Source: an optimization exercise on an open RTL-to-GDS flow (aim: small area, a short achievable clock period and few clock cycles). Production flows keep margins and buffers that such runs may drop.
In this exercise RTL edits were held to simulation tests only and were not proved equivalent to the original.
Power is estimated from default activity; no workload was simulated.

==> flow/design.v (outline; a module is shown in full before it is edited, if it fits) <==
// module dct_top: 104 lines
// module dctn_sign1: 14 lines
// module dctn_pass1: 1170 lines
// module dctn_pass2: 1257 lines
// module dctn_bk17: 75 lines
// module dctn_bk18: 80 lines
module dct_top(data_in, clk, rst, dct_en, approx_en, data_out, dct_done);
  // ...
==> flow/flow/run.sh <==
#!/bin/bash
# The standard layout (the standard.sh) with two changes:
#  - the port buffers are buf_2 cells instead of the delay buffers that
#    buffer_ports picks itself;
#  - after the standard synthesis, flow/fixinv.py removes inverters between
#    full adders by choosing each full adder's polarity (a full adder is
#    self-dual); registers and all other cells stay as synthesized.
set -euo pipefail
export BUFFER_PORTS_ARGS="-buffer_cell sky130_fd_sc_hd__buf_2"
NET=$PWD/orfs/results/sky130hd/dct_top/base/1_2_yosys.v
bash standard.sh "$NET" > synth.log 2>&1
python3 flow/fixinv.py "$NET" "$NET.fixed" > fixinv.log 2>&1
cp "$NET" "$NET.orig"
mv "$NET.fixed" "$NET"
bash standard.sh > standard.log 2>&1
==> flow/flow/fixinv.py <==
#!/usr/bin/env python3
"""Polarity optimisation of a sky130 gate netlist written by Yosys.

A full adder is self-dual: fa(~a, ~b, ~c) = (~sum, ~cout). The adder
extraction of the synthesis leaves inverters between many full adders; this
script chooses, for each full adder, whether it computes its function on
complemented inputs and outputs, so that as few nets as possible need an
inverter, then rebuilds the inverters. Registers and all other cells are left
as they are.

Usage: fixinv.py IN.v OUT.v
"""
import re
import sys
import random
from collections import defaultdict

OUTPINS = {'X', 'Y', 'Q', 'Q_N', 'SUM', 'COUT', 'HI', 'LO'}
INV_RE = re.compile(r'^sky130_fd_sc_hd__(inv|clkinv)_\d+$')
FA_RE = re.compile(r'^sky130_fd_sc_hd__fa_\d+$')


def parse(text):
    m = re.search(r'^module\s+(\w+)\s*\((.*?)\);', text, re.S | re.M)
    start = m.start()
    body_start = m.end()
    end = text.rindex('endmodule')
    body = text[body_start:end]
    cell_re = re.compile(r'^\s*(sky130_fd_sc_hd__\w+)\s+(\S+)\s*\((.*?)\);\s*$', re.S | re.M)
    cells = []
    for cm in cell_re.finditer(body):
        typ, name, pins = cm.group(1), cm.group(2), cm.group(3)
        conns = []
        for pm in re.finditer(r'\.(\w+)\(\s*((?:\\\S+\s)|[^()]*?)\s*\)', pins):
            conns.append([pm.group(1), pm.group(2).strip()])
        cells.append([typ, name, conns])
    decl = cell_re.sub('', body)
    ports = set()
    for line in decl.split('\n'):
        mm = re.match(r'\s*(input|output)\s+(\[(\d+):(\d+)\]\s+)?(\S+);', line)
        if mm:
            nm = mm.group(5)
            if mm.group(2):
                hi, lo = int(mm.group(3)), int(mm.group(4))
                for b in range(min(hi, lo), max(hi, lo) + 1):
                    ports.add(('%s' % mm.group(1), '%s[%d]' % (nm, b)))
            else:
                ports.add((mm.group(1), nm))
    return text[:body_start], decl, cells, text[end:], ports


def main():
    text = open(sys.argv[1]).read()
    head, decl, cells, tail, ports = parse(text)
    inports = {n for d, n in ports if d == 'input'}
    outports = {n for d, n in ports if d == 'output'}

    driver = {}            # net -> (cell index, pin)
    sinks = defaultdict(list)  # net -> [(cell index, pin index)]
    for ci, (typ, name, conns) in enumerate(cells):
        for pi, (pin, net) in enumerate(conns):
            if pin in OUTPINS:
                driver[net] = (ci, pin)
            else:
                sinks[net].append((ci, pi))
    isinv = [bool(INV_RE.match(c[0])) for c in cells]
    isfa = [bool(FA_RE.match(c[0])) for c in cells]
    # inverters and adders that drive ports stay as they are
    for ci, (typ, name, conns) in enumerate(cells):
        for pin, net in conns:
            if pin in OUTPINS and net in outports:
                isinv[ci] = False
                isfa[ci] = False

    def inv_io(ci):
        d = dict(cells[ci][2])
        return d['A'], d['Y']

    roots = [n for n in set(list(driver) + list(inports)) if not (n in driver and isinv[driver[n][0]])]
    groups = {}
    removable = set()
    for r in roots:
        sl = []
        stack = [(r, 0)]
        seen = set()
        while stack:
            n, q = stack.pop()
            if n in seen:
                continue
            seen.add(n)
            for ci, pi in sinks.get(n, []):
                if isinv[ci]:
                    removable.add(ci)
                    a, y = inv_io(ci)
                    stack.append((y, q ^ 1))
                else:
                    sl.append((ci, pi, q))
        groups[r] = sl

    flip = [0] * len(cells)

    def drv_flip(r):
        if r in driver and isfa[driver[r][0]]:
            return flip[driver[r][0]]
        return 0

    def need_of(r):
        fd = drv_flip(r)
        return [(ci, pi) for ci, pi, q in groups[r] if q ^ fd ^ (flip[ci] if isfa[ci] else 0)]

    def cost_root(r):
        fd = drv_flip(r)
        for ci, pi, q in groups[r]:
            if q ^ fd ^ (flip[ci] if isfa[ci] else 0):
                return 1
        return 0

    touch = defaultdict(set)
    for r, sl in groups.items():
        if r in driver and isfa[driver[r][0]]:
            touch[driver[r][0]].add(r)
        for ci, pi, q in sl:
            if isfa[ci]:
                touch[ci].add(r)
    total = sum(cost_root(r) for r in groups)
    before = total
    fas = [ci for ci in range(len(cells)) if isfa[ci]]
    improved = True
    rounds = 0
    while improved and rounds < 50:
        improved = False
        rounds += 1
        random.shuffle(fas)
        for ci in fas:
            rs = touch[ci]
            c0 = sum(cost_root(r) for r in rs)
            flip[ci] ^= 1
            c1 = sum(cost_root(r) for r in rs)
            if c1 < c0:
                total += c1 - c0
                improved = True
            else:
                flip[ci] ^= 1
    # annealing
    import math
    T = 2.0
    for it in range(200000):
        ci = random.choice(fas)
        rs = touch[ci]
        c0 = sum(cost_root(r) for r in rs)
        flip[ci] ^= 1
        c1 = sum(cost_root(r) for r in rs)
        d = c1 - c0
        if d <= 0 or random.random() < math.exp(-d / T):
            total += d
        else:
            flip[ci] ^= 1
        T = max(0.05, 2.0 * (1 - it / 180000))
    sys.stderr.write('inverters: %d (removable %d) -> %d nets inverted, %d adders flipped\n'
                     % (sum(1 for c in cells if INV_RE.match(c[0])), len(removable), total, sum(flip)))
    if len(sys.argv) < 3:
        return
    keepcells = [ci for ci in range(len(cells)) if not (ci in removable)]

    extra = []
    ninv = 0
    needs = {r: set(need_of(r)) for r in groups}
    # the outputs of flipped adders carry the complement: give them new names
    rename = {}
    for ci in range(len(cells)):
        if isfa[ci] and flip[ci]:
            for pc in cells[ci][2]:
                if pc[0] in OUTPINS:
                    old = pc[1]
                    new = 'fixinv_c%d' % len(rename)
                    rename[old] = new
                    pc[1] = new
    extra_c = list(rename.values())
    for r0 in groups:
        need = needs[r0]
        r = rename.get(r0, r0)
        for ci, pi, q in groups[r0]:
            if (ci, pi) not in need:
                cells[ci][2][pi][1] = r
        if need:
            nn = 'fixinv_n%d' % ninv
            k = len(need)
            size = 1 if k <= 4 else (2 if k <= 8 else 4)
            cells.append(['sky130_fd_sc_hd__inv_%d' % size, 'fixinv_i%d' % ninv, [['A', r], ['Y', nn]]])
            keepcells.append(len(cells) - 1)
            extra.append(nn)
            ninv += 1
            for ci, pi in need:
                cells[ci][2][pi][1] = nn
    out = [head.rstrip('\n'), decl.rstrip()]
    for w in extra + extra_c:
        out.append('  wire %s;' % w)
    for ci in keepcells:
        typ, name, conns = cells[ci]
        pins = ',\n'.join('    .%s(%s%s)' % (p, n, ' ' if n.startswith('\\') else '') for p, n in conns)
        out.append('  %s %s (\n%s\n  );' % (typ, name, pins))
    out.append(tail)
    open(sys.argv[2], 'w').write('\n'.join(out))
    sys.stderr.write('inverters now %d\n' % sum(1 for ci in keepcells if INV_RE.match(cells[ci][0])))


if __name__ == '__main__':
    random.seed(1)
    main()
==> flow/standard.sh <==
#!/bin/bash
# synth_recipe.tcl (not shown) runs the flow's synth.tcl, then flattens the netlist and writes it again
# the make line also repeats each setting of config.mk as NAME=value (left out here)
make -C /OpenROAD-flow-scripts/flow DESIGN_CONFIG=/design/flow/config.mk WORK_HOME=/design/flow/orfs CLKGATE_MAP_FILE= SYNTH_SCRIPT=/design/flow/synth_recipe.tcl "${@:-finish}"
==> flow/config.mk <==
export PLATFORM = sky130hd
export DESIGN_NAME = dct_top
export DESIGN_NICKNAME = dct_top
export VERILOG_FILES = /design/flow/design.v
export SDC_FILE = /design/flow/constraint.sdc
export NUM_CORES = 8
export LEC_CHECK = 0
export ABC_AREA = 1
export ABC_CLOCK_PERIOD_IN_PS = 4500
export CAP_MARGIN = 20
export CORE_MARGIN = 2
export CORE_UTILIZATION = 60
export CTS_CLUSTER_DIAMETER = 60
export CTS_CLUSTER_SIZE = 30
export SLEW_MARGIN = 20
==> flow/constraint.sdc <==
create_clock -name core_clock -period 15.0 [get_ports {clk}]
set_input_delay 3.0000 -clock core_clock [delete_from_list [all_inputs] [get_ports {clk}]]
set_output_delay 3.0000 -clock core_clock [all_outputs]
set_load 0.01 [all_outputs]
==> results.cfg, run 1 <==
[sta]
setup_ws_ns = 10.47
slew_headroom_pct = 31.1
grt_setup_unrepaired = false
hold-worst-slack_ns = 0.314

[layout]
stdcell_area_um2 = 73300
largest_register = g_ring.hi
mostFrequentLayoutCells = dfxtp_1, buf_2, nand2_1
multi_input_area_um2 = 21700
nNonClkInverters = 608
multi_input_area_share_pct = 29.5

[worst_setup_path]
required_ns = 12.00
crit_path_end = data_out[693]
cp.depth = 1
path_buf_inv = 1
critPathMaxFanout = 2

[floorplan]
initial_core_util_pct = 60.4
dieWidth_um = 332
io_pins = 774

[power]
powerComb_w = 0.00707
power_frac_clock_pct = 17.9
p_leak_nw = 34.5
peakVddDrop_v = 0.000214
fin_total_pwr_w = 0.0184

[route]
vias = 39400
routed_via_density = 5.51
drt_iter0_markers = 3835
wire_per_inst_um = 25.1

[synth]
synth_nets = 5739

[clocking]
cts_setup_buffers = 0

[grt]
use_met1_pct = 46.5
grt_max_degree = 88
grt_pass1_wl_mm = 263

[status]
run_status = complete, no violations

[place]
place_hpwl_mm = 139
place_congestion = 1.03

[flow_run]
cap_viol_max_count = 0
Testbench counts, summed over its fixed seeds: cycles 6,724.
==> inputs of run 2 (changes only) <==
--- a/flow/design.v
+++ b/flow/design.v
@@ -1284,266 +1284,142 @@
 	wire [16:0] sb = {p1_r87, p1_775, p1_773, p1_771, p1_769, p1_767, p1_765, p1_763, p1_761, p1_759, p1_757, p1_755, p1_753, p1_751, p1_749, p1_747, p1_r5};
 	wire [16:0] sum;
 	dctn_bk17 ad (.a(sa), .b(sb), .s(sum));
 	assign y = sum[16:7];
 endmodule
 module dctn_pass2(input clk, input [9:0] y, input [15:0] s2n, input [8*18-1:0] tail, output [8*18-1:0] nxa, output [8*18-1:0] nxb);
 	reg nf;
 	always @(posedge clk) nf <= ~s2n[0] & ~s2n[8];
-	reg p2_s0;
-	reg p2_s1;
-	reg p2_s2;
-	reg p2_s3;
-	reg p2_s4;
-	reg p2_s5;
-	reg p2_s6;
-	reg p2_s7;
-	reg p2_s8;
-	reg p2_s9;
-	reg p2_s10;
-	reg p2_s11;
-	reg p2_s12;
-	reg p2_s13;
-	reg p2_s14;
-	reg p2_s15;
-	reg p2_s16;
-	reg p2_s17;
-	reg p2_s18;
-	reg p2_s19;
-	reg p2_s20;
-	reg p2_s21;
-	reg p2_s22;
-	reg p2_s23;
-	reg p2_s24;
-	reg p2_s25;
-	reg p2_s26;
-	reg p2_s27;
-	reg p2_s28;
-	reg p2_s29;
-	reg p2_s30;
-	reg p2_s31;
-	reg p2_s32;
-	reg p2_s33;
-	reg p2_s34;
-	reg p2_s35;
-	reg p2_s36;
-	reg p2_s37;
-	reg p2_s38;
-	reg p2_s39;
-	reg p2_s40;
-	reg p2_s41;
-	reg p2_s42;
-	reg p2_s43;
-	reg p2_s44;
-	reg p2_s45;
-	reg p2_s46;
-	reg p2_s47;
-	reg p2_s48;
-	reg p2_s49;
-	reg p2_s50;
-	reg p2_s51;
-	reg p2_s52;
-	reg p2_s53;
-	reg p2_s54;
-	reg p2_s55;
-	reg p2_s56;
-	reg p2_s57;
-	reg p2_s58;
-	reg p2_s59;
-	reg p2_s60;
-	reg p2_s61;
-	reg p2_s62;
-	reg p2_s63;
-	reg p2_s64;
-	reg p2_s65;
-	reg p2_s66;
-	reg p2_s67;
-	reg p2_s68;
-	reg p2_s69;
-	reg p2_s70;
-	reg p2_s71;
-	reg p2_s72;
-	reg p2_s73;
-	reg p2_s74;
-	reg p2_s75;
-	reg p2_s76;
-	reg p2_s77;
-	reg p2_s78;
-	reg p2_s79;
-	reg p2_s80;
-	reg p2_s81;
-	reg p2_s82;
-	reg p2_s83;
-	reg p2_s84;
-	reg p2_s85;
-	reg p2_s86;
-	reg p2_s87;
-	reg p2_s88;
-	reg p2_s89;
-	reg p2_s90;
-	reg p2_s91;
-	reg p2_s92;
-	reg p2_s93;
-	reg p2_s94;
-	reg p2_s95;
-	reg p2_s96;
-	reg p2_s97;
-	reg p2_s98;
-	reg p2_s99;
-	reg p2_s100;
-	reg p2_s101;
-	reg p2_s102;
-	reg p2_s103;
-	reg p2_s104;
-	reg p2_s105;
-	reg p2_s106;
-	reg p2_s107;
-	reg p2_s108;
-	reg p2_s109;
-	reg p2_s110;
-	reg p2_s111;
-	reg p2_s112;
-	reg p2_s113;
-	reg p2_s114;
-	reg p2_s115;
-	reg p2_s116;
-	reg p2_s117;
-	reg p2_s118;
-	reg p2_s119;
-	reg p2_s120;
-	reg p2_s121;
-	reg p2_s122;
-	reg p2_s123;
-	always @(posedge clk) begin
-		p2_s0 <= s2n[0] | s2n[1] | s2n[2] | s2n[3] | s2n[4] | s2n[5] | s2n[6] | s2n[7];
-		p2_s1 <= s2n[8];
-		p2_s2 <= s2n[0] | s2n[1] | s2n[2] | s2n[3] | s2n[4] | s2n[5] | s2n[6] | s2n[7] | s2n[9];
-		p2_s3 <= s2n[0] | s2n[1] | s2n[2] | s2n[3] | s2n[4] | s2n[5] | s2n[6] | s2n[7] | s2n[8] | s2n[9] | s2n[10] | s2n[11] | s2n[12] | s2n[13] | s2n[14] | s2n[15];
-		p2_s4 <= s2n[8] | s2n[9] | s2n[10] | s2n[11] | s2n[12] | s2n[13] | s2n[14] | s2n[15];
-		p2_s5 <= s2n[0] | s2n[1] | s2n[2] | s2n[3] | s2n[4] | s2n[5] | s2n[6] | s2n[7] | s2n[11] | s2n[12] | s2n[14];
-		p2_s6 <= s2n[0] | s2n[1] | s2n[2] | s2n[3] | s2n[4] | s2n[5] | s2n[6] | s2n[7] | s2n[9] | s2n[10] | s2n[11] | s2n[12] | s2n[13] | s2n[14] | s2n[15];
-		p2_s7 <= s2n[2] | s2n[3];
-		p2_s8 <= s2n[4] | s2n[5];
-		p2_s9 <= s2n[3] | s2n[6];
-		p2_s10 <= s2n[1] | s2n[4];
-		p2_s11 <= s2n[2];
-		p2_s12 <= s2n[5];
-		p2_s13 <= s2n[0] | s2n[1];
-		p2_s14 <= s2n[6] | s2n[7];
-		p2_s15 <= s2n[0] | s2n[1] | s2n[8];
-		p2_s16 <= s2n[14];
-		p2_s17 <= s2n[2] | s2n[3] | s2n[10];
-		p2_s18 <= s2n[4] | s2n[5] | s2n[13];
-		p2_s19 <= s2n[3] | s2n[6] | s2n[14];
-		p2_s20 <= s2n[1] | s2n[4] | s2n[9];
-		p2_s21 <= s2n[10];
-		p2_s22 <= s2n[13];
-		p2_s23 <= s2n[0] | s2n[1] | s2n[8] | s2n[9];
-		p2_s24 <= s2n[6] | s2n[7] | s2n[14] | s2n[15];
-		p2_s25 <= s2n[2] | s2n[3] | s2n[10] | s2n[11];
-		p2_s26 <= s2n[4] | s2n[5] | s2n[12] | s2n[13];
-		p2_s27 <= s2n[2] | s2n[10];
-		p2_s28 <= s2n[5] | s2n[13];
-		p2_s29 <= s2n[9];
-		p2_s30 <= s2n[11];
-		p2_s31 <= s2n[12];
-		p2_s32 <= s2n[3] | s2n[6] | s2n[11] | s2n[14];
-		p2_s33 <= s2n[1] | s2n[4] | s2n[9] | s2n[12];
-		p2_s34 <= s2n[2] | s2n[3] | s2n[4] | s2n[5] | s2n[10] | s2n[11] | s2n[12] | s2n[13];
-		p2_s35 <= s2n[1] | s2n[2] | s2n[5] | s2n[6] | s2n[9] | s2n[10] | s2n[13] | s2n[14];
-		p2_s36 <= s2n[1] | s2n[2] | s2n[3] | s2n[4] | s2n[5] | s2n[6] | s2n[9] | s2n[10] | s2n[11] | s2n[12] | s2n[13] | s2n[14];
-		p2_s37 <= s2n[1] | s2n[3] | s2n[4] | s2n[6] | s2n[9] | s2n[11] | s2n[12] | s2n[14];
-		p2_s38 <= s2n[0] | s2n[2] | s2n[3] | s2n[4] | s2n[5] | s2n[7] | s2n[8] | s2n[10] | s2n[11] | s2n[12] | s2n[13] | s2n[15];
-		p2_s39 <= s2n[3] | s2n[4];
-		p2_s40 <= s2n[0] | s2n[7];
-		p2_s41 <= s2n[1] | s2n[6];
-		p2_s42 <= s2n[2] | s2n[5];
-		p2_s43 <= s2n[0] | s2n[7] | s2n[15];
-		p2_s44 <= s2n[11] | s2n[12];
-		p2_s45 <= s2n[15];
-		p2_s46 <= s2n[1] | s2n[6] | s2n[9];
-		p2_s47 <= s2n[3] | s2n[4] | s2n[11] | s2n[12];
-		p2_s48 <= s2n[0] | s2n[7] | s2n[8];
-		p2_s49 <= s2n[1] | s2n[6] | s2n[9] | s2n[14];
-		p2_s50 <= s2n[2] | s2n[5] | s2n[10] | s2n[13];
-		p2_s51 <= s2n[0] | s2n[7] | s2n[8] | s2n[15];
-		p2_s52 <= s2n[2] | s2n[5] | s2n[8];
-		p2_s53 <= s2n[9] | s2n[14];
-		p2_s54 <= s2n[10] | s2n[13];
-		p2_s55 <= s2n[0] | s2n[3] | s2n[4] | s2n[7] | s2n[8] | s2n[11] | s2n[12] | s2n[15];
-		p2_s56 <= s2n[4] | s2n[6];
-		p2_s57 <= s2n[1] | s2n[3];
-		p2_s58 <= s2n[4];
-		p2_s59 <= s2n[3];
-		p2_s60 <= s2n[0] | s2n[5];
-		p2_s61 <= s2n[2] | s2n[7];
-		p2_s62 <= s2n[2] | s2n[7] | s2n[15];
-		p2_s63 <= s2n[8] | s2n[9];
-		p2_s64 <= s2n[4] | s2n[12];
-		p2_s65 <= s2n[3] | s2n[11];
-		p2_s66 <= s2n[6] | s2n[7] | s2n[12] | s2n[15];
-		p2_s67 <= s2n[0] | s2n[1] | s2n[8] | s2n[11];
-		p2_s68 <= s2n[4] | s2n[6] | s2n[12] | s2n[14];
-		p2_s69 <= s2n[1] | s2n[3] | s2n[9] | s2n[11];
-		p2_s70 <= s2n[0] | s2n[5] | s2n[13];
-		p2_s71 <= s2n[2] | s2n[7] | s2n[10] | s2n[15];
-		p2_s72 <= s2n[3] | s2n[8] | s2n[11];
-		p2_s73 <= s2n[0] | s2n[5] | s2n[8] | s2n[13];
-		p2_s74 <= s2n[0] | s2n[1] | s2n[3] | s2n[4] | s2n[6] | s2n[7] | s2n[8] | s2n[9] | s2n[11] | s2n[12] | s2n[14] | s2n[15];
-		p2_s75 <= s2n[0] | s2n[1] | s2n[6] | s2n[7] | s2n[8] | s2n[9] | s2n[14] | s2n[15];
-		p2_s76 <= s2n[0] | s2n[3] | s2n[4] | s2n[7];
-		p2_s77 <= s2n[1] | s2n[2] | s2n[5] | s2n[6];
-		p2_s78 <= s2n[1] | s2n[2] | s2n[5] | s2n[6] | s2n[9];
-		p2_s79 <= s2n[8] | s2n[11] | s2n[12] | s2n[15];
-		p2_s80 <= s2n[9] | s2n[10] | s2n[13] | s2n[14];
-		p2_s81 <= s2n[0] | s2n[3] | s2n[4] | s2n[7] | s2n[11] | s2n[12];
-		p2_s82 <= s2n[1] | s2n[2] | s2n[5] | s2n[6] | s2n[14];
-		p2_s83 <= s2n[0] | s2n[3] | s2n[4] | s2n[7] | s2n[11] | s2n[12] | s2n[15];
-		p2_s84 <= s2n[11] | s2n[12] | s2n[15];
-		p2_s85 <= s2n[0] | s2n[1] | s2n[2] | s2n[3] | s2n[4] | s2n[5] | s2n[6] | s2n[7] | s2n[9] | s2n[10] | s2n[13] | s2n[14];
-		p2_s86 <= s2n[0] | s2n[2];
-		p2_s87 <= s2n[5] | s2n[7];
-		p2_s88 <= s2n[2] | s2n[4];
-		p2_s89 <= s2n[3] | s2n[5];
-		p2_s90 <= s2n[0];
-		p2_s91 <= s2n[7];
-		p2_s92 <= s2n[5] | s2n[7] | s2n[15];
-		p2_s93 <= s2n[0] | s2n[8];
-		p2_s94 <= s2n[2] | s2n[4] | s2n[12];
-		p2_s95 <= s2n[3] | s2n[5] | s2n[11];
-		p2_s96 <= s2n[0] | s2n[2] | s2n[8] | s2n[10];
-		p2_s97 <= s2n[5] | s2n[7] | s2n[13] | s2n[15];
-		p2_s98 <= s2n[7] | s2n[15];
-		p2_s99 <= s2n[2] | s2n[4] | s2n[8] | s2n[12];
-		p2_s100 <= s2n[8] | s2n[11] | s2n[14];
-		p2_s101 <= s2n[2] | s2n[4] | s2n[10] | s2n[12];
-		p2_s102 <= s2n[3] | s2n[5] | s2n[11] | s2n[13];
-		p2_s103 <= s2n[0] | s2n[2] | s2n[5] | s2n[7] | s2n[8] | s2n[10] | s2n[13] | s2n[15];
-		p2_s104 <= s2n[0] | s2n[1] | s2n[2] | s2n[5] | s2n[6] | s2n[7] | s2n[8] | s2n[9] | s2n[10] | s2n[13] | s2n[14] | s2n[15];
-		p2_s105 <= s2n[1] | s2n[6] | s2n[14];
-		p2_s106 <= s2n[2] | s2n[5] | s2n[8] | s2n[10] | s2n[13];
-		p2_s107 <= s2n[8] | s2n[15];
-		p2_s108 <= s2n[0] | s2n[6];
-		p2_s109 <= s2n[1] | s2n[7];
-		p2_s110 <= s2n[6];
-		p2_s111 <= s2n[1];
-		p2_s112 <= s2n[2] | s2n[4] | s2n[10];
-		p2_s113 <= s2n[3] | s2n[5] | s2n[13];
-		p2_s114 <= s2n[6] | s2n[14];
-		p2_s115 <= s2n[1] | s2n[9];
-		p2_s116 <= s2n[0] | s2n[5] | s2n[8];
-		p2_s117 <= s2n[0] | s2n[6] | s2n[8] | s2n[14];
-		p2_s118 <= s2n[1] | s2n[7] | s2n[9] | s2n[15];
-		p2_s119 <= s2n[0] | s2n[5] | s2n[13] | s2n[14];
-		p2_s120 <= s2n[2] | s2n[7] | s2n[9] | s2n[10];
-		p2_s121 <= s2n[8] | s2n[12];
-		p2_s122 <= s2n[2] | s2n[4] | s2n[8] | s2n[10] | s2n[12];
-		p2_s123 <= s2n[6] | s2n[8] | s2n[14];
-	end
+	reg [15:0] p2_h;
+	always @(posedge clk) p2_h <= s2n;
+	wire p2_s0 = p2_h[0] | p2_h[1] | p2_h[2] | p2_h[3] | p2_h[4] | p2_h[5] | p2_h[6] | p2_h[7];
+	wire p2_s1 = p2_h[8];
+	wire p2_s2 = p2_h[0] | p2_h[1] | p2_h[2] | p2_h[3] | p2_h[4] | p2_h[5] | p2_h[6] | p2_h[7] | p2_h[9];
+	wire p2_s3 = p2_h[0] | p2_h[1] | p2_h[2] | p2_h[3] | p2_h[4] | p2_h[5] | p2_h[6] | p2_h[7] | p2_h[8] | p2_h[9] | p2_h[10] | p2_h[11] | p2_h[12] | p2_h[13] | p2_h[14] | p2_h[15];
+	wire p2_s4 = p2_h[8] | p2_h[9] | p2_h[10] | p2_h[11] | p2_h[12] | p2_h[13] | p2_h[14] | p2_h[15];
+	wire p2_s5 = p2_h[0] | p2_h[1] | p2_h[2] | p2_h[3] | p2_h[4] | p2_h[5] | p2_h[6] | p2_h[7] | p2_h[11] | p2_h[12] | p2_h[14];
+	wire p2_s6 = p2_h[0] | p2_h[1] | p2_h[2] | p2_h[3] | p2_h[4] | p2_h[5] | p2_h[6] | p2_h[7] | p2_h[9] | p2_h[10] | p2_h[11] | p2_h[12] | p2_h[13] | p2_h[14] | p2_h[15];
+	wire p2_s7 = p2_h[2] | p2_h[3];
+	wire p2_s8 = p2_h[4] | p2_h[5];
+	wire p2_s9 = p2_h[3] | p2_h[6];
+	wire p2_s10 = p2_h[1] | p2_h[4];
+	wire p2_s11 = p2_h[2];
+	wire p2_s12 = p2_h[5];
+	wire p2_s13 = p2_h[0] | p2_h[1];
+	wire p2_s14 = p2_h[6] | p2_h[7];
+	wire p2_s15 = p2_h[0] | p2_h[1] | p2_h[8];
+	wire p2_s16 = p2_h[14];
+	wire p2_s17 = p2_h[2] | p2_h[3] | p2_h[10];
+	wire p2_s18 = p2_h[4] | p2_h[5] | p2_h[13];
+	wire p2_s19 = p2_h[3] | p2_h[6] | p2_h[14];
+	wire p2_s20 = p2_h[1] | p2_h[4] | p2_h[9];
+	wire p2_s21 = p2_h[10];
+	wire p2_s22 = p2_h[13];
+	wire p2_s23 = p2_h[0] | p2_h[1] | p2_h[8] | p2_h[9];
+	wire p2_s24 = p2_h[6] | p2_h[7] | p2_h[14] | p2_h[15];
+	wire p2_s25 = p2_h[2] | p2_h[3] | p2_h[10] | p2_h[11];
+	wire p2_s26 = p2_h[4] | p2_h[5] | p2_h[12] | p2_h[13];
+	wire p2_s27 = p2_h[2] | p2_h[10];
+	wire p2_s28 = p2_h[5] | p2_h[13];
+	wire p2_s29 = p2_h[9];
+	wire p2_s30 = p2_h[11];
+	wire p2_s31 = p2_h[12];
+	wire p2_s32 = p2_h[3] | p2_h[6] | p2_h[11] | p2_h[14];
+	wire p2_s33 = p2_h[1] | p2_h[4] | p2_h[9] | p2_h[12];
+	wire p2_s34 = p2_h[2] | p2_h[3] | p2_h[4] | p2_h[5] | p2_h[10] | p2_h[11] | p2_h[12] | p2_h[13];
+	wire p2_s35 = p2_h[1] | p2_h[2] | p2_h[5] | p2_h[6] | p2_h[9] | p2_h[10] | p2_h[13] | p2_h[14];
+	wire p2_s36 = p2_h[1] | p2_h[2] | p2_h[3] | p2_h[4] | p2_h[5] | p2_h[6] | p2_h[9] | p2_h[10] | p2_h[11] | p2_h[12] | p2_h[13] | p2_h[14];
+	wire p2_s37 = p2_h[1] | p2_h[3] | p2_h[4] | p2_h[6] | p2_h[9] | p2_h[11] | p2_h[12] | p2_h[14];
+	wire p2_s38 = p2_h[0] | p2_h[2] | p2_h[3] | p2_h[4] | p2_h[5] | p2_h[7] | p2_h[8] | p2_h[10] | p2_h[11] | p2_h[12] | p2_h[13] | p2_h[15];
+	wire p2_s39 = p2_h[3] | p2_h[4];
+	wire p2_s40 = p2_h[0] | p2_h[7];
+	wire p2_s41 = p2_h[1] | p2_h[6];
+	wire p2_s42 = p2_h[2] | p2_h[5];
+	wire p2_s43 = p2_h[0] | p2_h[7] | p2_h[15];
+	wire p2_s44 = p2_h[11] | p2_h[12];
+	wire p2_s45 = p2_h[15];
+	wire p2_s46 = p2_h[1] | p2_h[6] | p2_h[9];
+	wire p2_s47 = p2_h[3] | p2_h[4] | p2_h[11] | p2_h[12];
+	wire p2_s48 = p2_h[0] | p2_h[7] | p2_h[8];
+	wire p2_s49 = p2_h[1] | p2_h[6] | p2_h[9] | p2_h[14];
+	wire p2_s50 = p2_h[2] | p2_h[5] | p2_h[10] | p2_h[13];
+	wire p2_s51 = p2_h[0] | p2_h[7] | p2_h[8] | p2_h[15];
+	wire p2_s52 = p2_h[2] | p2_h[5] | p2_h[8];
+	wire p2_s53 = p2_h[9] | p2_h[14];
+	wire p2_s54 = p2_h[10] | p2_h[13];
+	wire p2_s55 = p2_h[0] | p2_h[3] | p2_h[4] | p2_h[7] | p2_h[8] | p2_h[11] | p2_h[12] | p2_h[15];
+	wire p2_s56 = p2_h[4] | p2_h[6];
+	wire p2_s57 = p2_h[1] | p2_h[3];
+	wire p2_s58 = p2_h[4];
+	wire p2_s59 = p2_h[3];
+	wire p2_s60 = p2_h[0] | p2_h[5];
+	wire p2_s61 = p2_h[2] | p2_h[7];
+	wire p2_s62 = p2_h[2] | p2_h[7] | p2_h[15];
+	wire p2_s63 = p2_h[8] | p2_h[9];
+	wire p2_s64 = p2_h[4] | p2_h[12];
+	wire p2_s65 = p2_h[3] | p2_h[11];
+	wire p2_s66 = p2_h[6] | p2_h[7] | p2_h[12] | p2_h[15];
+	wire p2_s67 = p2_h[0] | p2_h[1] | p2_h[8] | p2_h[11];
+	wire p2_s68 = p2_h[4] | p2_h[6] | p2_h[12] | p2_h[14];
+	wire p2_s69 = p2_h[1] | p2_h[3] | p2_h[9] | p2_h[11];
+	wire p2_s70 = p2_h[0] | p2_h[5] | p2_h[13];
+	wire p2_s71 = p2_h[2] | p2_h[7] | p2_h[10] | p2_h[15];
+	wire p2_s72 = p2_h[3] | p2_h[8] | p2_h[11];
+	wire p2_s73 = p2_h[0] | p2_h[5] | p2_h[8] | p2_h[13];
+	wire p2_s74 = p2_h[0] | p2_h[1] | p2_h[3] | p2_h[4] | p2_h[6] | p2_h[7] | p2_h[8] | p2_h[9] | p2_h[11] | p2_h[12] | p2_h[14] | p2_h[15];
+	wire p2_s75 = p2_h[0] | p2_h[1] | p2_h[6] | p2_h[7] | p2_h[8] | p2_h[9] | p2_h[14] | p2_h[15];
+	wire p2_s76 = p2_h[0] | p2_h[3] | p2_h[4] | p2_h[7];
+	wire p2_s77 = p2_h[1] | p2_h[2] | p2_h[5] | p2_h[6];
+	wire p2_s78 = p2_h[1] | p2_h[2] | p2_h[5] | p2_h[6] | p2_h[9];
+	wire p2_s79 = p2_h[8] | p2_h[11] | p2_h[12] | p2_h[15];
+	wire p2_s80 = p2_h[9] | p2_h[10] | p2_h[13] | p2_h[14];
+	wire p2_s81 = p2_h[0] | p2_h[3] | p2_h[4] | p2_h[7] | p2_h[11] | p2_h[12];
+	wire p2_s82 = p2_h[1] | p2_h[2] | p2_h[5] | p2_h[6] | p2_h[14];
+	wire p2_s83 = p2_h[0] | p2_h[3] | p2_h[4] | p2_h[7] | p2_h[11] | p2_h[12] | p2_h[15];
+	wire p2_s84 = p2_h[11] | p2_h[12] | p2_h[15];
+	wire p2_s85 = p2_h[0] | p2_h[1] | p2_h[2] | p2_h[3] | p2_h[4] | p2_h[5] | p2_h[6] | p2_h[7] | p2_h[9] | p2_h[10] | p2_h[13] | p2_h[14];
+	wire p2_s86 = p2_h[0] | p2_h[2];
+	wire p2_s87 = p2_h[5] | p2_h[7];
+	wire p2_s88 = p2_h[2] | p2_h[4];
+	wire p2_s89 = p2_h[3] | p2_h[5];
+	wire p2_s90 = p2_h[0];
+	wire p2_s91 = p2_h[7];
+	wire p2_s92 = p2_h[5] | p2_h[7] | p2_h[15];
+	wire p2_s93 = p2_h[0] | p2_h[8];
+	wire p2_s94 = p2_h[2] | p2_h[4] | p2_h[12];
+	wire p2_s95 = p2_h[3] | p2_h[5] | p2_h[11];
+	wire p2_s96 = p2_h[0] | p2_h[2] | p2_h[8] | p2_h[10];
+	wire p2_s97 = p2_h[5] | p2_h[7] | p2_h[13] | p2_h[15];
+	wire p2_s98 = p2_h[7] | p2_h[15];
+	wire p2_s99 = p2_h[2] | p2_h[4] | p2_h[8] | p2_h[12];
+	wire p2_s100 = p2_h[8] | p2_h[11] | p2_h[14];
+	wire p2_s101 = p2_h[2] | p2_h[4] | p2_h[10] | p2_h[12];
+	wire p2_s102 = p2_h[3] | p2_h[5] | p2_h[11] | p2_h[13];
+	wire p2_s103 = p2_h[0] | p2_h[2] | p2_h[5] | p2_h[7] | p2_h[8] | p2_h[10] | p2_h[13] | p2_h[15];
+	wire p2_s104 = p2_h[0] | p2_h[1] | p2_h[2] | p2_h[5] | p2_h[6] | p2_h[7] | p2_h[8] | p2_h[9] | p2_h[10] | p2_h[13] | p2_h[14] | p2_h[15];
+	wire p2_s105 = p2_h[1] | p2_h[6] | p2_h[14];
+	wire p2_s106 = p2_h[2] | p2_h[5] | p2_h[8] | p2_h[10] | p2_h[13];
+	wire p2_s107 = p2_h[8] | p2_h[15];
+	wire p2_s108 = p2_h[0] | p2_h[6];
+	wire p2_s109 = p2_h[1] | p2_h[7];
+	wire p2_s110 = p2_h[6];
+	wire p2_s111 = p2_h[1];
+	wire p2_s112 = p2_h[2] | p2_h[4] | p2_h[10];
+	wire p2_s113 = p2_h[3] | p2_h[5] | p2_h[13];
+	wire p2_s114 = p2_h[6] | p2_h[14];
+	wire p2_s115 = p2_h[1] | p2_h[9];
+	wire p2_s116 = p2_h[0] | p2_h[5] | p2_h[8];
+	wire p2_s117 = p2_h[0] | p2_h[6] | p2_h[8] | p2_h[14];
+	wire p2_s118 = p2_h[1] | p2_h[7] | p2_h[9] | p2_h[15];
+	wire p2_s119 = p2_h[0] | p2_h[5] | p2_h[13] | p2_h[14];
+	wire p2_s120 = p2_h[2] | p2_h[7] | p2_h[9] | p2_h[10];
+	wire p2_s121 = p2_h[8] | p2_h[12];
+	wire p2_s122 = p2_h[2] | p2_h[4] | p2_h[8] | p2_h[10] | p2_h[12];
+	wire p2_s123 = p2_h[6] | p2_h[8] | p2_h[14];
 	wire q0_0 = (p2_s0 & y[0]);
 	wire q0_1 = (p2_s0 & y[1]);
 	wire q0_2 = (p2_s0 & y[2]);
 	wire q0_3 = (p2_s0 & y[0]);
 	wire q0_4 = (p2_s0 & y[3]);
 	wire q0_5 = (p2_s0 & y[1]);
 	wire q0_6 = (p2_s0 & y[0]);
 	wire q0_7 = (p2_s0 & y[4]);
--- a/flow/config.mk
+++ b/flow/config.mk
@@ -5,11 +5,11 @@
 export SDC_FILE = /design/flow/constraint.sdc
 export NUM_CORES = 8
 export LEC_CHECK = 0
 export ABC_AREA = 1
 export ABC_CLOCK_PERIOD_IN_PS = 4500
 export CAP_MARGIN = 20
 export CORE_MARGIN = 2
 export CORE_UTILIZATION = 60
-export CTS_CLUSTER_DIAMETER = 60
+export CTS_CLUSTER_DIAMETER = 80
 export CTS_CLUSTER_SIZE = 30
 export SLEW_MARGIN = 20
==> run 2 against run 1 <==
Still clean on timing, DRC and antenna. Critical path depth rose by 6. Count of clock-buffer cells in the layout fell by 11. Maximum frequency fell by 1.9%. Worst hold slack improved by 0.0042 ns. Cell count fell by 2.9%. Synthesized area fell by 3.4%. Clock skew fell by 0.019 ns. Synthesized cell count fell by 2.1%.
==> results.cfg, run 2 <==
[status]
run_status = complete, no violations

[floorplan]
io_pins = 774
dieWidth_um = 327
core_area_um2 = 103000
die_y_um = 327
initial_core_util_pct = 60.4
dieArea_um2 = 107000
rows = 118

[worst_setup_path]
required_ns = 15.43
r2r_slack_ns = 10.38
endpoint_kind = register
worstPathArrival_ns = 5.05
cp-start-kind = register
critPathMaxFanout = 17
path_class = register to register

[sta]
hold_viol = 0
slew_headroom_pct = 21.2
timing.final.crit_share_pct = 30.8
fin_worst_skew_ns = 0.0307
setup_tns_ns = 0
slew_violations = 0
min_period_ns = 4.62
worst_pin_slew_ns = 1.17
grt_setup_unrepaired = false
setup_viol = 0
max_freq_mhz = 217

[clocking]
htree_levels = 3
cts.sinks = 1512
numCtsBuffers = 66
clock_path_buffers = 3
cts_setup_buffers = 0
clkLatencyLatePin_ns = 0.69
cts_root_buf = clkbuf_16
cts_resized = 0
clkTransAtPathRegs_ns = 0.11
ctsHoldBuffers = 0
cts_tree = yes

[layout]
top_regs = g_ring.hi (616), g_ring.lo (308)
n_fill_cell = 7558
largest_reg_flops = 616
mostFrequentLayoutCells = dfxtp_1, buf_2, nand2_1
syn2layout_area_growth_pct = 10.9
drive_above_1_share_pct = 18.1
largest_register = g_ring.hi
seqCellArea_um2 = 37300
multi_input_area_um2 = 21600
utilization_pct = 67.0
final_nets = 6281
diodes = 0
final_common_cell = dfxtp_1

[power]
pwr-share-seq_pct = 42.3
peakVddDrop_v = 0.000188
comb_power_share_pct = 45.8
p_leak_nw = 32.5
switching_share_pct = 40.8
switchingPower_w = 0.00759
p_per_area_nw_per_um2 = 268
power_frac_clock_pct = 11.9
p_int_w = 0.0110

[grt]
antenna_found_initial = 1
grt_pass1_wl_mm = 260
grt_max_degree = 90
first_global_vias = 38900
globalRouteTotalUtil_pct = 33.4
overflow = 0

[synth]
syn_avg_cell_area_um2 = 12.8
synthCells = 4862
yosysWarnings = 4
synth_area_um2 = 62400
synth_nets = 5630

[place]
place_hpwl_mm = 139
port_buffers = 773
place_congestion = 1.04

[route]
routed_via_density = 5.58
drt_iter0_markers = 3985
wire_per_inst_um = 25.7
totalWireLength_mm = 179
antenna_left = 0
dr.pass1.iters = 6
drc = 0
vias = 38700

[flow_run]
cap_viol_max_count = 0

[min_path]
hp-class = register to register
[run 2: power groups by stage]
stage / clock [W] / sequential (W) / combinational (W)
floorplan: 0 / 0.00798 / 0.00488
global placement: 0 / 0.00785 / 0.00821
detailed placement: 0 / 0.00792 / 0.00851
CTS: 0.00225 / 0.00787 / 0.00859
global route: 0.00238 / 0.00806 / 0.00951
finish: 0.00222 / 0.00787 / 0.00851
[run 2: final timing paths]
path / from / endpoint / cells after the start
setup / recovery: p2.p2_h[8] / g_ring[4].ca[11] / 7
hold / removal: g_ring[1].lo[10] / g_ring[1].lo[17] / 0
setup reg to reg: p2.p2_h[8] / g_ring[4].ca[11] / 7
hold reg to reg: g_ring[1].lo[10] / g_ring[1].lo[17] / 0
[run 2: routing by layer]
metal | vias up | track usage, % | wire length [um]
met5 | - | 0 | 0
met4 | 0 | 12.7 | 7190
met2 | 1899 | 54.4 | 85200
met1 | 19300 | 45.5 | 72200
li1 | 17200 | - | -
met3 | 329 | 5.40 | 14200
[run 2: per-stage QoR]
stage | setup WS, ns | cells | hold WS, ns | total power [W] | instance area, um2
after floorplan | 11.40 | 4862 | 0.310 | 0.0129 | 62400
after global placement | 10.63 | 6824 | 0.310 | 0.0161 | 67100
after detailed placement | 10.46 | 6824 | 0.312 | 0.0164 | 67100
after CTS | 10.44 | 6944 | 0.322 | 0.0187 | 69200
after global routing | 10.19 | 6945 | 0.321 | 0.0200 | 69300
final | 10.38 | 6945 | 0.318 | 0.0186 | 69300
[run 2: cell type report]
class                   instances  share of cell area, %
clock buffers                 101                   2.67
clock inverters                19                  0.428
inverters                     604                   3.32
multi-input cells            2528                   31.2
flip-flops and latches       1512                   53.9
well taps                    1380                   2.49
repair buffers                801                   5.92
[run 2: worst max-delay path, cell delays in order (launching register included)]
cell and delay, ns:
dfxtp_1 0.79, inv_1 0.49, nand3_1 0.42, nor2_1 0.25, o21ai_0 0.85, fa_1 0.59
fa_1 0.53, fa_1 0.43
Testbench counts of run 2, summed over its fixed seeds: cycles 6,724.
==> inputs of run 3 (changes only) <==
--- a/flow/flow/fixinv.py
+++ b/flow/flow/fixinv.py
@@ -81,3 +81,5 @@
     removable = set()
+    invsize = {}
     for r in roots:
+        invsize[r] = 1
         sl = []
@@ -93,2 +95,3 @@
                     removable.add(ci)
+                    invsize[r] = max(invsize[r], int(cells[ci][0].rsplit('_', 1)[1]))
                     a, y = inv_io(ci)
@@ -187,3 +190,6 @@
             k = len(need)
-            size = 1 if k <= 4 else (2 if k <= 8 else 4)
+            size = 1 if k <= 3 else (2 if k <= 6 else (4 if k <= 12 else 8))
+            size = max(size, min(invsize[r0], 8))
+            if size not in (1, 2, 4, 6, 8):
+                size = 8
             cells.append(['sky130_fd_sc_hd__inv_%d' % size, 'fixinv_i%d' % ninv, [['A', r], ['Y', nn]]])
==> run 3 against run 2 <==
Synthesized area about the same. Via count up 0.14%. First-iteration DRC count up 1.9%. Register-to-register slack better by 0.16 ns. Critical path depth up 2. Maximum frequency up 3.7%. Sequential share of layout area about the same. Routed wire length down 0.93%. Sequential power about the same. Global-route usage down 0.24 points.
==> results.cfg, run 3 <==
[layout]
syn2layout_area_growth_pct = 10.9
largest_register = g_ring.hi
final_common_cell = dfxtp_1
final_nets = 6278
top_regs = g_ring.hi (616), g_ring.lo (308)
mostFrequentLayoutCells = dfxtp_1, buf_2, nand2_1
largest_reg_flops = 616
n_fill_cell = 7638
drive_above_1_share_pct = 19.0
stdcell_area_um2 = 69300

[grt]
grt_pass1_wl_mm = 258
overflow = 0
antenna_found_initial = 3
first_global_vias = 38500
grt_max_degree = 90
globalRouteTotalUtil_pct = 33.1

[floorplan]
io_pins = 774
initial_core_util_pct = 60.4
core_area_um2 = 103000
dieWidth_um = 327
dieArea_um2 = 107000
die_y_um = 327
rows = 118

[worst_setup_path]
critPathMaxFanout = 27
cp_slowest_cell = dfxtp_1
r2r_cells = 9
cp-start-kind = register
endpoint_kind = register
cpMostUsedCell = fa_1
cp.depth = 9
slowest_delay_ns = 0.78
crit_family = simple AND/OR/NAND/NOR gates
required_ns = 15.41
worstPathCellList = inv_2 -> nand3_1 -> nor2_1 -> nand2_2 -> nand2_1 -> fa_1 -> fa_1 -> inv_1 -> fa_1
path_class = register to register
worstPathArrival_ns = 4.87
crit_path_end = g_ring[0].ca[10]
r2r-start = p2.p2_h[8]
rr_endpoint = g_ring[0].ca[10]
critical_path.startpoint = p2.p2_h[8]
r2r_slack_ns = 10.55
path_buf_inv = 2

[route]
vias = 38800
totalWireLength_mm = 177
wire_per_inst_um = 25.5
antenna_left = 0
routed_via_density = 5.59
drc = 0
drt_iter0_markers = 4062
dr.pass1.iters = 6

[clocking]
cts_root_buf = clkbuf_16
clock_path_buffers = 3
ctsHoldBuffers = 0
cts_setup_buffers = 0
cts_tree = yes
clkLatencyLatePin_ns = 0.69
cts_resized = 0
clkTransAtPathRegs_ns = 0.10
htree_levels = 3
cts.sinks = 1512
numCtsBuffers = 66

[place]
place_area_um2 = 67100
port_buffers = 773
place_hpwl_mm = 139
place_congestion = 1.04

[power]
fin_total_pwr_w = 0.0187
p_leak_nw = 32.5
p_per_area_nw_per_um2 = 269
peakVddDrop_v = 0.000190

[sta]
setup_viol = 0
max_freq_mhz = 225
hold_viol = 0
grt_setup_unrepaired = false
worst_pin_slew_ns = 1.03
timing.final.crit_share_pct = 29.7
min_period_ns = 4.45
slew_headroom_pct = 31.2
setup_tns_ns = 0
slew_violations = 0
fin_worst_skew_ns = 0.0489

[flow_run]
cap_viol_max_count = 0

[synth]
syn_avg_cell_area_um2 = 12.8
synth_area_um2 = 62500
synth_nets = 5630
yosysWarnings = 4
synthCells = 4862

[status]
run_status = complete, no violations

[min_path]
hp-class = register to register
## run 3: metal layers
layer  global-route usage [%]  share of wire (%)  vias up
li1                         -                  -    17200
met2                     53.4                 47     1852
met3                     5.54                7.8      343
met1                     45.7                 41    19400
met5                        0              0.023        -
met4                     12.3                4.1        6
## run 3: worst min-delay path by stage
stage | start | slack, ns | endpoint | depth (start not counted)
after detailed placement | g_ring[0].lo[38] | 0.31 | g_ring[0].lo[45] | 0
final | g_ring[1].lo[9] | 0.31 | g_ring[1].lo[16] | 0
after floorplan | g_ring[0].lo[3] | 0.31 | g_ring[0].lo[10] | 0
after global routing | g_ring[1].lo[9] | 0.32 | g_ring[1].lo[16] | 0
after global placement | g_ring[2].lo[13] | 0.31 | g_ring[2].lo[20] | 0
after CTS | g_ring[1].lo[9] | 0.31 | g_ring[1].lo[16] | 0
## run 3: metrics by stage
step	hold WS (ns)	utilization, %	cells	setup slack, ns
global route	0.317	67.1	6938	10.41
finish	0.311	67.1	6941	10.55
global placement	0.309	64.9	6821	10.73
CTS	0.309	67.0	6937	10.54
floorplan	0.310	-	4862	11.40
detailed placement	0.312	64.9	6821	10.61
## run 3: power by group
group          switching [W]  internal (W)  total, W
logic                0.00521       0.00338   0.00858
clock network        0.00129      0.000919   0.00221
registers            0.00112       0.00675   0.00786
total                0.00762        0.0110    0.0187
## run 3: cell type report
| type | instances | area [um2] | area share (%) |
|---|---|---|---|
| flip-flops and latches | 1512 | 37300 | 53.9 |
| multi-input cells | 2528 | 21600 | 31.2 |
| repair buffers | 798 | 4080 | 5.88 |
| inverters | 604 | 2340 | 3.38 |
| clock buffers | 96 | 1830 | 2.64 |
| well taps | 1380 | 1730 | 2.49 |
| clock inverters | 20 | 332 | 0.478 |
| diodes | 3 | 7.51 | 0.0108 |
==> inputs of run 4 (changes only) <==
--- a/flow/config.mk
+++ b/flow/config.mk
@@ -7,3 +7,2 @@
 export LEC_CHECK = 0
-export ABC_AREA = 1
 export ABC_CLOCK_PERIOD_IN_PS = 4500
==> run 4 against run 3 <==
Sequential share of layout area about the same. Maximum frequency down 1.1%. Worst hold slack better by 0.0017 ns. Critical path type is now register to output port. Global-route usage down 2.0 points. Critical endpoint is now data_out[332]. Highest routed layer is now met4. Register-to-register slack better by 0.24 ns. Sequential cell count unchanged. Still clean on timing, DRC and antenna. Largest power group unchanged.
==> results.cfg, run 4 <==
[sta]
slew_headroom_pct = 22.2
worst_pin_slew_ns = 1.16
timing.final.crit_share_pct = 30.0
slew_violations = 0
grt_setup_unrepaired = false
setup_viol = 0
min_period_ns = 4.50
setup_tns_ns = 0
fin_worst_skew_ns = 0.0378
hold_viol = 0
max_freq_mhz = 222
setup_ws_ns = 10.50

[power]
p_leak_nw = 31.1
p_per_area_nw_per_um2 = 269
peakVddDrop_v = 0.000238
fin_total_pwr_w = 0.0187

[floorplan]
dieWidth_um = 328
io_pins = 774
core_area_um2 = 104000
initial_core_util_pct = 60.7
rows = 118
die_y_um = 328
dieArea_um2 = 108000

[place]
place_congestion = 0.987
port_buffers = 773
post-place-ws_ns = 10.91
place_hpwl_mm = 128
place_area_um2 = 67300

[synth]
syn_avg_cell_area_um2 = 13.8
synth_area_um2 = 63000
synthCells = 4574
synth_nets = 5342
yosysWarnings = 4

[clocking]
ctsHoldBuffers = 0
cts_setup_buffers = 0
cts.sinks = 1512
clkLatencyLatePin_ns = 0.74
clock_path_buffers = 3
cts_tree = yes
htree_levels = 2
cts_resized = 0
cts_root_buf = clkbuf_16
numCtsBuffers = 61
clkTransAtPathRegs_ns = 0.11

[worst_setup_path]
slowest_delay_ns = 0.56
cp-start-kind = register
endpoint_kind = output port
required_ns = 12.00
worstPathArrival_ns = 1.50
cp.depth = 1
r2r_cells = 9
cp_slowest_cell = edfxtp_1
path_class = register to output port
crit_family = flip-flops
worstPathCellList = buf_2
critPathMaxFanout = 2
path_buf_inv = 1

[grt]
use_met1_pct = 44.6
first_global_vias = 37000
grt_max_degree = 82
grtUsageMet3_pct = 5.62
antenna_found_initial = 7
globalRouteMet2Util_pct = 48.9
grt_pass1_wl_mm = 245
globalRouteTotalUtil_pct = 31.1
grt-busiest-layer = met2
overflow = 0

[route]
totalWireLength_mm = 168
dr.pass1.iters = 9
vias = 37200
wire_per_inst_um = 25.7
routed_via_density = 5.66
drt_iter0_markers = 4174
antenna_left = 0
drc = 0

[layout]
mostFrequentLayoutCells = dfxtp_1, buf_2, edfxtp_1
utilization_pct = 66.8
final_common_cell = dfxtp_1
final_nets = 5906
drive_above_1_share_pct = 19.5
largest_register = g_ring.hi
diodes = 0
top_regs = g_ring.hi (616), g_ring.lo (308)
syn2layout_area_growth_pct = 10.1
stdcell_area_um2 = 69300
largest_reg_flops = 616

[status]
run_status = complete, no violations

[flow_run]
cap_viol_max_count = 0

[min_path]
whs_path_depth = 0
hp-class = register to register
run 4: stage by stage:
step	hold slack, ns	instances
6_report	0.312	6568
5_1_grt	0.323	6568
4_1_cts	0.325	6568
3_5_place_dp	0.312	6455
3_3_place_gp	0.310	6455
2_1_floorplan	0.310	4574
run 4: layout make-up:
cell class / instances / area, um2
Multi-Input combinational cell: 2490 / 23100
Clock buffer: 99 / 1760
Sequential cell: 1512 / 37400
Clock inverter: 14 / 248
Tap cell: 1380 / 1730
Inverter: 270 / 1040
Timing Repair Buffer: 803 / 4090
Fill cell: 7632 / 34500
run 4: metal layers:
metal  vias up  part of all wire, %
met4         0                  3.2
met1     18500                   42
met3       309                  8.7
li1      16500                    -
met2      1845                   46
met5         -                    0
run 4: power by group:
part	switching [W]	total (W)	internal, W
Sequential	0.00127	0.00804	0.00677
Combinational	0.00492	0.00851	0.00360
Clock	0.00126	0.00213	0.000873
run 4: worst paths after layout:
path                                       start                to  slack [ns]
worst max-delay path             g_ring[3].hi[2]     data_out[332]       10.50
worst min-delay path            g_ring[7].lo[16]  g_ring[7].lo[23]        0.31
worst min register to register  g_ring[7].lo[16]  g_ring[7].lo[23]        0.31
worst max register to register         p1.p1_s27         p1.p1_r47       10.79
==> inputs of run 5 (changes only) <==
--- a/flow/config.mk
+++ b/flow/config.mk
@@ -10,3 +10,3 @@
 export CORE_MARGIN = 2
-export CORE_UTILIZATION = 60
+export CORE_UTILIZATION = 70
 export CTS_CLUSTER_DIAMETER = 80
==> run 5 against run 4 <==
Worst setup slack better by 0.062 ns. Still clean. Largest cell class unchanged. Critical path depth stayed put. Critical path type unchanged. Synthesized area stayed put. Maximum frequency is 1.4% higher.
==> results.cfg, run 5 <==
[synth]
synthCells = 4574
syn_avg_cell_area_um2 = 13.8
yosysWarnings = 4
synth_nets = 5342
synth_area_um2 = 63000

[route]
drt_iter0_markers = 5014
totalWireLength_mm = 173
vias = 38500
drc = 0
antenna_left = 0
dr.pass1.iters = 9
wire_per_inst_um = 27.2
routed_via_density = 6.06

[worst_setup_path]
path_class = register to output port
required_ns = 12.00
rr_endpoint = g_ring[4].ca[9]
slowest_delay_ns = 0.53
critical_path.startpoint = g_ring[3].hi[0]
crit_family = flip-flops
worstPathCellList = buf_2
cp-start-kind = register
critPathMaxFanout = 2
r2r_cells = 8
r2r_slack_ns = 10.77
endpoint_kind = output port
cp_slowest_cell = edfxtp_1
r2r-start = p2.p2_h[12]
path_buf_inv = 1
worstPathArrival_ns = 1.44

[sta]
fin_worst_skew_ns = 0.0360
min_period_ns = 4.44
setup_ws_ns = 10.56
setup_tns_ns = 0
timing.final.crit_share_pct = 29.6
slew_violations = 0
hold_viol = 0
grt_setup_unrepaired = false
max_freq_mhz = 225
setup_viol = 0
slew_headroom_pct = 27.8
worst_pin_slew_ns = 1.08

[power]
power_frac_clock_pct = 10.8
pwr-share-seq_pct = 43.3
p_int_w = 0.0112
p_leak_nw = 31.0
comb_power_share_pct = 45.9
p_per_area_nw_per_um2 = 273
switching_share_pct = 40.5
switchingPower_w = 0.00763
peakVddDrop_v = 0.000217

[clocking]
cts_setup_buffers = 0
cts_root_buf = clkbuf_16
numCtsBuffers = 59
clock_path_buffers = 3
cts.sinks = 1512
cts_tree = yes
cts_resized = 0
ctsHoldBuffers = 0
clkTransAtPathRegs_ns = 0.11
htree_levels = 2
clkLatencyLatePin_ns = 0.72

[floorplan]
core_area_um2 = 89600
initial_core_util_pct = 70.3
dieArea_um2 = 92400
rows = 110
die_y_um = 304
dieWidth_um = 304
io_pins = 774

[layout]
mostFrequentLayoutCells = dfxtp_1, buf_2, edfxtp_1
largest_reg_flops = 616
top_regs = g_ring.hi (616), g_ring.lo (308)
final_common_cell = dfxtp_1
n_fill_cell = 5393
final_nets = 5898
largest_register = g_ring.hi
drive_above_1_share_pct = 19.3
syn2layout_area_growth_pct = 9.43

[place]
place_congestion = 1.01
port_buffers = 773
place_hpwl_mm = 130
post-place-ws_ns = 10.84

[flow_run]
cap_viol_max_count = 0

[grt]
first_global_vias = 38600
globalRouteTotalUtil_pct = 37.2
overflow = 0
antenna_found_initial = 6
grt_max_degree = 90
grt_pass1_wl_mm = 253

[min_path]
hp-class = register to register
min-delay-start = g_ring[7].lo[37]
whs_endpoint = g_ring[7].lo[44]
whs_path_depth = 0

[status]
run_status = complete, no violations
-- run 5: how the worst max path moves through the flow --
stage                       end  slack, ns  cells past startpoint
2_1_floorplan             ph[1]      11.25                      3
6_report          data_out[330]      10.56                      1
5_1_grt           data_out[170]      10.52                      1
4_1_cts           data_out[170]      10.52                      1
3_3_place_gp   g_ring[4].ca[10]      10.80                      8
3_5_place_dp   g_ring[4].ca[10]      10.84                      8
-- run 5: stage by stage --
stage	power, W	std cells	util [%]	hold slack (ns)	cell area [um2]
global route	0.0201	6356	76.9	0.323	68900
floorplan	0.0131	4574	-	0.310	63000
global placement	0.0161	6244	74.8	0.309	67000
CTS	0.0188	6353	76.9	0.307	68900
detailed placement	0.0167	6244	74.8	0.312	67000
finish	0.0188	6356	76.9	0.311	68900
-- run 5: cell type report --
class	count	area (um2)	share of cell area, %
multi-input combinational	2490	23100	33.5
antenna	2	5.00	0.00726
clock buffer	98	1660	2.41
tap	1176	1470	2.14
inverter	270	1040	1.51
timing repair buffer	797	4070	5.91
sequential	1512	37400	54.2
clock inverter	11	179	0.260
-- run 5: metal layers --
layer,up-vias,track usage (%),share of wire [%]
met3,469,8.36,10
li1,16500,-,-
met2,2397,59.0,47
met5,-,0,0
met4,0,15.7,4.9
met1,19100,50.2,38
-- run 5: power by group through the flow --
stage          logic [W]  registers (W)  clock network (W)
2_1_floorplan    0.00515        0.00797                  0
3_3_place_gp     0.00806        0.00804                  0
3_5_place_dp     0.00851        0.00817                  0
4_1_cts          0.00865        0.00812            0.00206
5_1_grt          0.00959        0.00830            0.00218
6_report         0.00865        0.00816            0.00204
==> inputs of run 6 (changes only) <==
--- a/flow/config.mk
+++ b/flow/config.mk
@@ -10,3 +10,3 @@
 export CORE_MARGIN = 2
-export CORE_UTILIZATION = 70
+export CORE_UTILIZATION = 75
 export CTS_CLUSTER_DIAMETER = 80
==> run 6 against run 5 <==
Clock skew decreased by 0.0036 ns. Utilization increased by 5.7 points. Still clean. Critical endpoint is now data_out[168]. Critical path depth unchanged. Non-clock buffer count increased by 6. Final area about the same. Routed wire length increased by 9.8%. Sequential power increased by 1%. First-iteration DRC count increased by 22%. Largest cell class unchanged. Cell count decreased by 1.4%. Highest routed layer is now met5. Worst hold slack improved by 0.015 ns.
==> results.cfg, run 6 <==
[synth]
yosysWarnings = 4
syn_avg_cell_area_um2 = 13.8
synthCells = 4574
synth_area_um2 = 63000
synth_nets = 5342

[power]
p_per_area_nw_per_um2 = 284
power_frac_clock_pct = 10.6
comb_power_share_pct = 47.1
peakVddDrop_v = 0.000248
p_leak_nw = 31.1
fin_total_pwr_w = 0.0195
switchingPower_w = 0.00820
pwr-share-seq_pct = 42.2
switching_share_pct = 42.0
p_int_w = 0.0113

[clocking]
cts_root_buf = clkbuf_16
numCtsBuffers = 60
cts_tree = yes
clkTransAtPathRegs_ns = 0.11
cts_resized = 0
cts.sinks = 1512
htree_levels = 2
clock_path_buffers = 3
clkLatencyLatePin_ns = 0.69
cts_setup_buffers = 0
ctsHoldBuffers = 0

[worst_setup_path]
crit_family = flip-flops
critPathMaxFanout = 3
cp-start-kind = register
worstPathArrival_ns = 1.46
worstPathCellList = buf_2
path_class = register to output port
cp_slowest_cell = edfxtp_1
endpoint_kind = output port
path_buf_inv = 1
slowest_delay_ns = 0.54
required_ns = 12.00

[grt]
antenna_found_initial = 3
overflow = 0
first_global_vias = 40900
grt_max_degree = 90
globalRouteTotalUtil_pct = 43.7
grt_pass1_wl_mm = 274

[route]
routed_via_density = 6.50
wire_per_inst_um = 30.3
antenna_left = 0
wl_met2_mm = 88.9
topRoutingLayerUsed = met5
drt-met1-wl_mm = 64.9
drt_iter0_markers = 6119
vias = 40700
totalWireLength_mm = 190
dr.pass1.iters = 10
wl_met3_mm = 23.4
drc = 0

[floorplan]
die_y_um = 294
io_pins = 774
core_area_um2 = 83400
rows = 106
dieArea_um2 = 86300
initial_core_util_pct = 75.5
dieWidth_um = 294

[sta]
setup_tns_ns = 0
setup_viol = 0
worst_pin_slew_ns = 1.12
max_freq_mhz = 224
slew_violations = 0
timing.final.crit_share_pct = 29.7
slew_headroom_pct = 25.1
fin_worst_skew_ns = 0.0324
grt_setup_unrepaired = false
hold_viol = 0
min_period_ns = 4.46

[min_path]
hp-class = register to register

[layout]
n_fill_cell = 4043
largest_register = g_ring.hi
final_nets = 5905
syn2layout_area_growth_pct = 9.39
stdcell_area_um2 = 68900
largest_reg_flops = 616
mostFrequentLayoutCells = dfxtp_1, buf_2, edfxtp_1
drive_above_1_share_pct = 19.4
top_regs = g_ring.hi (616), g_ring.lo (308)
final_common_cell = dfxtp_1
final_cells = 6266
seqCellArea_um2 = 37400
multi_input_area_um2 = 23100

[status]
run_status = complete, no violations

[place]
place_hpwl_mm = 136
place_congestion = 1.04
dp.cells = 6153
port_buffers = 773
place_area_um2 = 66900

[flow_run]
cap_viol_max_count = 0
-- run 6: metal layers --
metal	global-route usage [%]	vias to the layer above
met5	0	-
met4	22.7	2
met3	11.1	762
met2	70.3	3399
met1	55.5	20000
li1	-	16500
-- run 6: worst register-to-register path, stage by stage (launching register included) --
cell       delay, ns
dfxtp_1         0.34
fa_1            0.45
fa_1            0.57
fa_1            0.42
ha_1            0.31
a21o_1          0.23
a2111o_1        0.45
o2111ai_1       0.52
a21oi_1         0.17
nor2_1          0.11
inv_1           0.06
fa_1            0.35
inv_1           0.07
xnor2_1         0.10
-- run 6: stage by stage --
step | utilization [%] | hold WS, ns | worst slack [ns]
after global routing | 82.6 | 0.323 | 10.52
final | 82.6 | 0.326 | 10.54
after CTS | 82.5 | 0.325 | 10.52
after global placement | 80.3 | 0.310 | 10.90
after floorplan | - | 0.310 | 11.25
after detailed placement | 80.3 | 0.312 | 10.78
-- run 6: power groups by stage --
stage                     sequential [W]  clock [W]  combinational [W]
after floorplan                  0.00797          0            0.00515
after global placement           0.00796          0            0.00811
after detailed placement         0.00815          0            0.00877
after CTS                        0.00816    0.00207            0.00909
after global routing             0.00833    0.00219            0.00998
final                            0.00825    0.00208            0.00920
-- run 6: final timing paths --
path,end,slack (ns),depth (start not counted),startpoint
max reg2reg,yb[8],10.78,13,p1.p1_r20
max,data_out[168],10.54,1,g_ring[1].ca[10]
min,g_ring[1].lo[38],0.33,0,g_ring[1].lo[31]
min reg2reg,g_ring[1].lo[38],0.33,0,g_ring[1].lo[31]
-- run 6: area by class of cell --
cell class                 instances  area share (%)
antenna                            2         0.00727
clock buffer                      97            2.44
clock inverter                    12           0.287
inverter                         270            1.51
multi-input combinational       2490            33.6
sequential                      1512            54.2
tap                             1080            1.96
timing repair buffer             803            6.00

-- re-timing with driven ports --
Ports are ideal in the flow. The routed layouts listed here were re-timed in OpenROAD.
Step 1: set_driving_cell puts a clkbuf_16 on clk and a buf_2 on each other input, an assumption about the parent block.
Step 2 also shifts input and output timing later by t, the mid clock arrival at the registers, as if the neighbouring blocks saw the same clock.
Three values: no drivers, after step 1, after step 2; two values: the first two.
run | t (ns) | slack for setup (ns) | cell pins on the clock port's net
run 1 | 0.791 | 10.470 / 10.392 / 10.905 | 1
run 2 | 0.753 | 10.383 / 10.383 / 10.383 | 1
run 3 | 0.748 | 10.547 / 10.539 / 10.547 | 1
run 4 | 0.803 | 10.495 / 10.415 / 10.792 | 1
run 5 | 0.758 | 10.557 / 10.498 / 10.767 | 1
run 6 | 0.743 | 10.538 / 10.475 / 10.779 | 1
After both steps setup and hold are still met in every run listed.
